Context: an optimization exercise on an open-source flow, tuned for small area. The choices shown serve that exercise and are no tape-out recipe. RTL that was checked went through simulation tests only; none was proved equivalent to the original. No activity file was given, so power comes from the tool's default toggle rates.

== v6 ==
Design alu_calculator, start of the top module:
module alu_calculator(
    input clk,
    input rst,
    input btn1,
    input btn2,
    input [7:0] in,
    input [2:0] sel,
    output [7:0] Y,
    output [6:0] seg,
    output [3:0] an
    );
For scale: about 540 cells after synthesis, ~52 flip-flops.
==> module alu, before the edit <==
module alu #(parameter K = 5) (
    input clk,
    input [7:0] A,
    input [7:0] B,
    input [7:0] An,
    input [7:0] Bn,
    input [2:0] sel,
    output [7:0] Y
    );
    genvar i, k;
    wire [7:0] rn [K:8];
    wire [7:0] qn;
    assign rn[8] = An;
    generate
        for (i = 7; i >= K; i = i - 1) begin : prow
            wire [8:0] c;
            wire [7:0] s;
            wire hz = ~|Bn[7:8-i];
            assign c[i] = 1'b1;
            for (k = i; k < 8; k = k + 1) begin : pbit
                wire x = rn[i+1][k];
                wire y = ~Bn[k-i];
                assign s[k] = x ^ y ^ c[k];
                assign c[k+1] = (x & y) | (x & c[k]) | (y & c[k]);
            end
            assign qn[i] = c[8] & hz;
            for (k = 0; k < 8; k = k + 1) begin : pmux
                if (k < i) begin : keep
                    assign rn[i][k] = rn[i+1][k];
                end else begin : upd
                    assign rn[i][k] = qn[i] ? s[k] : rn[i+1][k];
                end
            end
        end
    endgenerate
    reg [7:K] qh, rh;
    always @(posedge clk) begin
        qh <= qn[7:K];
        rh <= rn[K][7:K];
    end
    wire [7:0] q;
    wire [7:0] r [0:K];
    assign q[7:K] = qh;
    generate
        if (K > 0) begin : lowpart
            assign r[K] = {rh, A[K-1:0]};
        end else begin : nolow
            assign r[K] = rh;
        end
        for (i = K - 1; i >= 0; i = i - 1) begin : drow
            wire [8:0] c;
            wire [7:0] s;
            wire hz;
            if (i == 0) begin : hz0
                assign hz = 1'b1;
            end else begin : hzn
                assign hz = ~|B[7:8-i];
            end
            assign c[i] = 1'b1;
            for (k = i; k < 8; k = k + 1) begin : dbit
                wire x = r[i+1][k];
                wire y = ~B[k-i];
                assign s[k] = x ^ y ^ c[k];
                assign c[k+1] = (x & y) | (x & c[k]) | (y & c[k]);
            end
            assign q[i] = c[8] & hz;
            for (k = 0; k < 8; k = k + 1) begin : dmux
                if (k < i) begin : keep
                    assign r[i][k] = r[i+1][k];
                end else begin : upd
                    assign r[i][k] = q[i] ? s[k] : r[i+1][k];
                end
            end
        end
    endgenerate
    wire [7:0] Arev = {A[0], A[1], A[2], A[3], A[4], A[5], A[6], A[7]};
    wire shr = sel[2] & sel[0];
    wire [7:0] Op = shr ? Arev : A;
    wire [7:0] oh = (B[7:3] == 5'd0) ? (8'd1 << B[2:0]) : 8'd0;
    wire [7:0] bm = sel[2] ? oh : (sel[1] ? B : 8'd1);
    wire addsub = ~sel[2] & ~sel[1];
    wire cin = addsub & sel[0];
    wire [7:0] X = addsub ? (B ^ {8{sel[0]}}) : 8'd0;
    wire [7:0] acc [0:8];
    assign acc[0] = X;
    generate
        for (i = 0; i < 8; i = i + 1) begin : mrow
            wire [8:0] c;
            assign c[i] = (i == 0) ? cin : 1'b0;
            for (k = 0; k < 8; k = k + 1) begin : mbit
                if (k < i) begin : keep
                    assign acc[i+1][k] = acc[i][k];
                end else begin : add
                    wire x = acc[i][k];
                    wire y = Op[k-i] & bm[i];
                    assign acc[i+1][k] = x ^ y ^ c[k];
                    assign c[k+1] = (x & y) | (x & c[k]) | (y & c[k]);
                end
            end
        end
    endgenerate
    wire [7:0] m = acc[8];
    wire [7:0] mrev = {m[0], m[1], m[2], m[3], m[4], m[5], m[6], m[7]};
    reg [7:0] y;
    always @(*) begin
        case (sel)
            3'd3: y = q;
            3'd5: y = mrev;
            3'd6: y = A | B;
            3'd7: y = A & B;
            default: y = m;
        endcase
    end
    assign Y = y;
endmodule
==> module alu_calculator, before the edit <==
module alu_calculator(
    input clk,
    input rst,
    input btn1,
    input btn2,
    input [7:0] in,
    input [2:0] sel,
    output [7:0] Y,
    output [6:0] seg,
    output [3:0] an
    );
    reg p1_0, p1_1, p2_0, p2_1;
    always @(posedge clk) begin
        p1_0 <= btn1;
        p1_1 <= p1_0 & (btn1 | p1_1);
        p2_0 <= btn2;
        p2_1 <= p2_0 & (btn2 | p2_1);
    end
    wire ld1 = p1_1 & ~p1_0;
    wire ld2 = p2_1 & ~p2_0;
    reg [7:0] A, B;
    wire [7:0] An = rst ? 8'd0 : (ld1 ? in : A);
    wire [7:0] Bn = rst ? 8'd0 : (ld2 ? in : B);
    always @(posedge clk) begin
        A <= An;
        B <= Bn;
    end
    alu DUT(.clk(clk), .A(A), .B(B), .An(An), .Bn(Bn), .sel(sel), .Y(Y));
    reg [13:0] lf;
    reg trig;
    reg [1:0] ds, dd;
    reg [3:0] current;
    wire z13 = ~|lf[12:0];
    wire fb = lf[13] ^ lf[4] ^ lf[2] ^ lf[0] ^ z13;
    always @(posedge clk or posedge rst) begin
        if (rst) begin
            lf <= 14'd1;
            trig <= 1'b0;
            ds <= 2'd0;
        end else begin
            lf <= {lf[12:0], fb};
            trig <= z13 & ~lf[13];
            ds <= ds + {1'b0, trig};
        end
    end
    always @(posedge clk) begin
        dd <= ds;
        current <= (ds == 2'd0) ? Y[3:0] : (ds == 2'd1) ? Y[7:4] : 4'd0;
    end
    assign an = {~(dd[1] & dd[0]), ~(dd[1] & ~dd[0]), ~(~dd[1] & dd[0]), ~(~dd[1] & ~dd[0])};
    reg [6:0] D;
    always @(*) begin
        case (current)
            4'h0: D = 7'b1000000;
            4'h1: D = 7'b1111001;
            4'h2: D = 7'b0100100;
            4'h3: D = 7'b0110000;
            4'h4: D = 7'b0011001;
            4'h5: D = 7'b0010010;
            4'h6: D = 7'b0000010;
            4'h7: D = 7'b1111000;
            4'h8: D = 7'b0000000;
            4'h9: D = 7'b0010000;
            4'hA: D = 7'b0001000;
            4'hB: D = 7'b0000011;
            4'hC: D = 7'b1000110;
            4'hD: D = 7'b0100001;
            4'hE: D = 7'b0000110;
            default: D = 7'b0001110;
        endcase
    end
    assign seg = D;
endmodule
Settings: LEC_CHECK=0, ABC_AREA=1, CAP_MARGIN=20, CORE_MARGIN=2, CORE_UTILIZATION=40, CTS_BUF_LIST=sky130_fd_sc_hd__clkbuf_8, GPL_TIMING_DRIVEN=0, SLEW_MARGIN=20; clock period 16.0 ns.
standard.sh (not shown) runs the stock make flow with config.mk's settings and CLKGATE_MAP_FILE= SYNTH_SCRIPT=/design/flow/synth_recipe.tcl, a recipe that flattens the netlist after the stock synthesis.
==> flow/flow/run.sh <==
#!/bin/bash
# The standard layout (standard.sh) with these changes:
#  - synthesis maps the logic with ABC using flow/abc_area.script instead of
#    ORFS's area script (registers, names and all other synthesis steps are
#    the standard ones: synth_recipe.tcl is used as is);
#  - the ports are buffered with sky130_fd_sc_hd__buf_1;
#  - the clock tree is built from clkbuf_8 cells, without dummy loads.
# Each tool's full output stays in orfs/logs; make's output is in standard.log.
set -o pipefail
here=$(pwd)
cat > my_synth.tcl <<EOF
proc abc {args} {
  set i [lsearch -exact \$args -script]
  if { \$i >= 0 } { lset args [expr {\$i + 1}] $here/flow/abc_area.script }
  yosys abc {*}\$args
}
source $here/synth_recipe.tcl
EOF
export BUFFER_PORTS_ARGS="-buffer_cell sky130_fd_sc_hd__buf_1"
export CTS_ARGS="-sink_clustering_enable -repair_clock_nets -buf_list sky130_fd_sc_hd__clkbuf_8 -dont_use_dummy_load"
bash standard.sh SYNTH_SCRIPT=$here/my_synth.tcl finish > standard.log 2>&1
==> flow/flow/abc_area.script <==
strash
dch -f
map -a
topo
stime -c
Modified inputs, v7 compared to v6
==> flow/design.v <==
module alu #(parameter K = 5) (
    input clk,
    input [7:0] A,
    input [7:0] B,
    input [7:0] An,
    input [7:0] Bn,
    input [2:0] sel,
    output [7:0] Y
    );
    genvar i, k;
    wire [7:0] rn [K:8];
    wire [7:0] qn;
    assign rn[8] = An;
    generate
        for (i = 7; i >= K; i = i - 1) begin : prow
            wire [8:0] c;
            wire [7:0] s;
            wire hz = ~|Bn[7:8-i];
            assign c[i] = 1'b1;
            for (k = i; k < 8; k = k + 1) begin : pbit
                wire x = rn[i+1][k];
                wire y = ~Bn[k-i];
                assign s[k] = x ^ y ^ c[k];
                assign c[k+1] = (x & y) | (x & c[k]) | (y & c[k]);
            end
            assign qn[i] = c[8] & hz;
            for (k = 0; k < 8; k = k + 1) begin : pmux
                if (k < i) begin : keep
                    assign rn[i][k] = rn[i+1][k];
                end else begin : upd
                    assign rn[i][k] = qn[i] ? s[k] : rn[i+1][k];
                end
            end
        end
    endgenerate
    reg [7:K] qh, rh;
    always @(posedge clk) begin
        qh <= qn[7:K];
        rh <= rn[K][7:K];
    end
    wire [7:0] q;
    wire [7:0] r [0:K];
    assign q[7:K] = qh;
    generate
        if (K > 0) begin : lowpart
            assign r[K] = {rh, A[K-1:0]};
        end else begin : nolow
            assign r[K] = rh;
        end
        for (i = K - 1; i >= 0; i = i - 1) begin : drow
            wire [8:0] c;
            wire [7:0] s;
            wire hz;
            if (i == 0) begin : hz0
                assign hz = 1'b1;
            end else begin : hzn
                assign hz = ~|B[7:8-i];
            end
            assign c[i] = 1'b1;
            for (k = i; k < 8; k = k + 1) begin : dbit
                wire x = r[i+1][k];
                wire y = ~B[k-i];
                assign s[k] = x ^ y ^ c[k];
                assign c[k+1] = (x & y) | (x & c[k]) | (y & c[k]);
            end
            assign q[i] = c[8] & hz;
            for (k = 0; k < 8; k = k + 1) begin : dmux
                if (k < i) begin : keep
                    assign r[i][k] = r[i+1][k];
                end else begin : upd
                    assign r[i][k] = q[i] ? s[k] : r[i+1][k];
                end
            end
        end
    endgenerate
    wire [7:0] Arev = {A[0], A[1], A[2], A[3], A[4], A[5], A[6], A[7]};
    wire shr = sel[2] & sel[0];
    wire [7:0] Op = shr ? Arev : A;
    wire [7:0] oh = (B[7:3] == 5'd0) ? (8'd1 << B[2:0]) : 8'd0;
    wire [7:0] bm = sel[2] ? oh : (sel[1] ? B : 8'd1);
    wire addsub = ~sel[2] & ~sel[1];
    wire cin = addsub & sel[0];
    wire [7:0] X = addsub ? (B ^ {8{sel[0]}}) : 8'd0;
    wire [7:0] acc [0:8];
    assign acc[0] = ~X;
    generate
        for (i = 0; i < 8; i = i + 1) begin : mrow
            wire [8:0] c;
            assign c[i] = (i == 0) ? ~cin : 1'b1;
            for (k = 0; k < 8; k = k + 1) begin : mbit
                if (k < i) begin : keep
                    assign acc[i+1][k] = acc[i][k];
                end else begin : add
                    wire x = acc[i][k];
                    wire y = ~(Op[k-i] & bm[i]);
                    assign acc[i+1][k] = x ^ y ^ c[k];
                    assign c[k+1] = (x & y) | (x & c[k]) | (y & c[k]);
                end
            end
        end
    endgenerate
    wire [7:0] m = ~acc[8];
    wire [7:0] mrev = {m[0], m[1], m[2], m[3], m[4], m[5], m[6], m[7]};
    reg [7:0] y;
    always @(*) begin
        case (sel)
            3'd3: y = q;
            3'd5: y = mrev;
            3'd6: y = A | B;
            3'd7: y = A & B;
            default: y = m;
        endcase
    end
    assign Y = y;
endmodule
module alu_calculator(
    input clk,
    input rst,
    input btn1,
    input btn2,
    input [7:0] in,
    input [2:0] sel,
    output [7:0] Y,
    output [6:0] seg,
    output [3:0] an
    );
    reg p1_0, p1_1, p2_0, p2_1;
    always @(posedge clk) begin
        p1_0 <= btn1;
        p1_1 <= p1_0 & (btn1 | p1_1);
        p2_0 <= btn2;
        p2_1 <= p2_0 & (btn2 | p2_1);
    end
    wire ld1 = p1_1 & ~p1_0;
    wire ld2 = p2_1 & ~p2_0;
    reg [7:0] A, B;
    wire [7:0] An = rst ? 8'd0 : (ld1 ? in : A);
    wire [7:0] Bn = rst ? 8'd0 : (ld2 ? in : B);
    always @(posedge clk) begin
        A <= An;
        B <= Bn;
    end
    alu DUT(.clk(clk), .A(A), .B(B), .An(An), .Bn(Bn), .sel(sel), .Y(Y));
    reg [13:0] lf;
    reg trig;
    reg [1:0] ds, dd;
    reg [3:0] current;
    wire z13 = ~|lf[12:0];
    wire fb = lf[13] ^ lf[4] ^ lf[2] ^ lf[0] ^ z13;
    always @(posedge clk or posedge rst) begin
        if (rst) begin
            lf <= 14'd1;
            trig <= 1'b0;
            ds <= 2'd0;
        end else begin
            lf <= {lf[12:0], fb};
            trig <= z13 & ~lf[13];
            ds <= ds + {1'b0, trig};
        end
    end
    always @(posedge clk) begin
        dd <= ds;
        current <= (ds == 2'd0) ? Y[3:0] : (ds == 2'd1) ? Y[7:4] : 4'd0;
    end
    assign an = {~(dd[1] & dd[0]), ~(dd[1] & ~dd[0]), ~(~dd[1] & dd[0]), ~(~dd[1] & ~dd[0])};
    localparam [15:0] SEG_A = 16'h2812, SEG_B = 16'hD860, SEG_C = 16'hD004,
                      SEG_D = 16'h8492, SEG_E = 16'h02BA, SEG_F = 16'h208E,
                      SEG_G = 16'h1083;
    assign seg = {SEG_G[current], SEG_F[current], SEG_E[current], SEG_D[current],
                  SEG_C[current], SEG_B[current], SEG_A[current]};
endmodule
--- outcome ---
- Going from v6 to v7, maximum frequency held steady; largest stage delay on the critical path shows an increase of 0.04 ns; met3 wire length lower.
- Number of combinational gates with multiple inputs shrinks by a few percent when moving from v6 to v7.
- v7 reached the end of the flow, and the finished layout is clean on the timing, DRC and antenna checks.
- Against v6, v7 comes in about 6% lower on number of sequential storage elements.
- Compared with v6, in v7 total power of the final layout lost about 1.9%; overall die area lost 3.9%; final core utilization picked up an extra 0.95 points.
- Taking v7 over v6, the logic depth of the worst setup path including buffers ratio works out to 0.57.
No functional check of the RTL was part of v7.

[re-timing with driven ports]
Ports are ideal in the flow. The routed layouts listed here were re-timed in OpenROAD. Step 1: set_driving_cell puts a clkbuf_16 on clk and a buf_2 on each other input, an assumption about the parent block. Step 2 also shifts input and output timing later by t, the mid clock arrival at the registers, as if the neighbouring blocks saw the same clock. a / b / c = no drivers / after step 1 / after step 2; a / b = the first two.
| run | t (ns) | setup WS [ns] | worst register clock-pin slew, ns | worst data-port slew with drivers (ns) |
|---|---|---|---|---|
| v6 | 0.308 | 0.567 / 0.541 / 0.650 | 0.10 / 0.10 | 0.03 |
| v7 | 0.307 | 0.545 / 0.520 / 0.520 | 0.09 / 0.09 | 0.04 |
After both steps every run listed still meets setup and hold. The setup slack of v7, which loses most, moves by -0.025 ns with the drivers and by -0.025 ns with both steps.
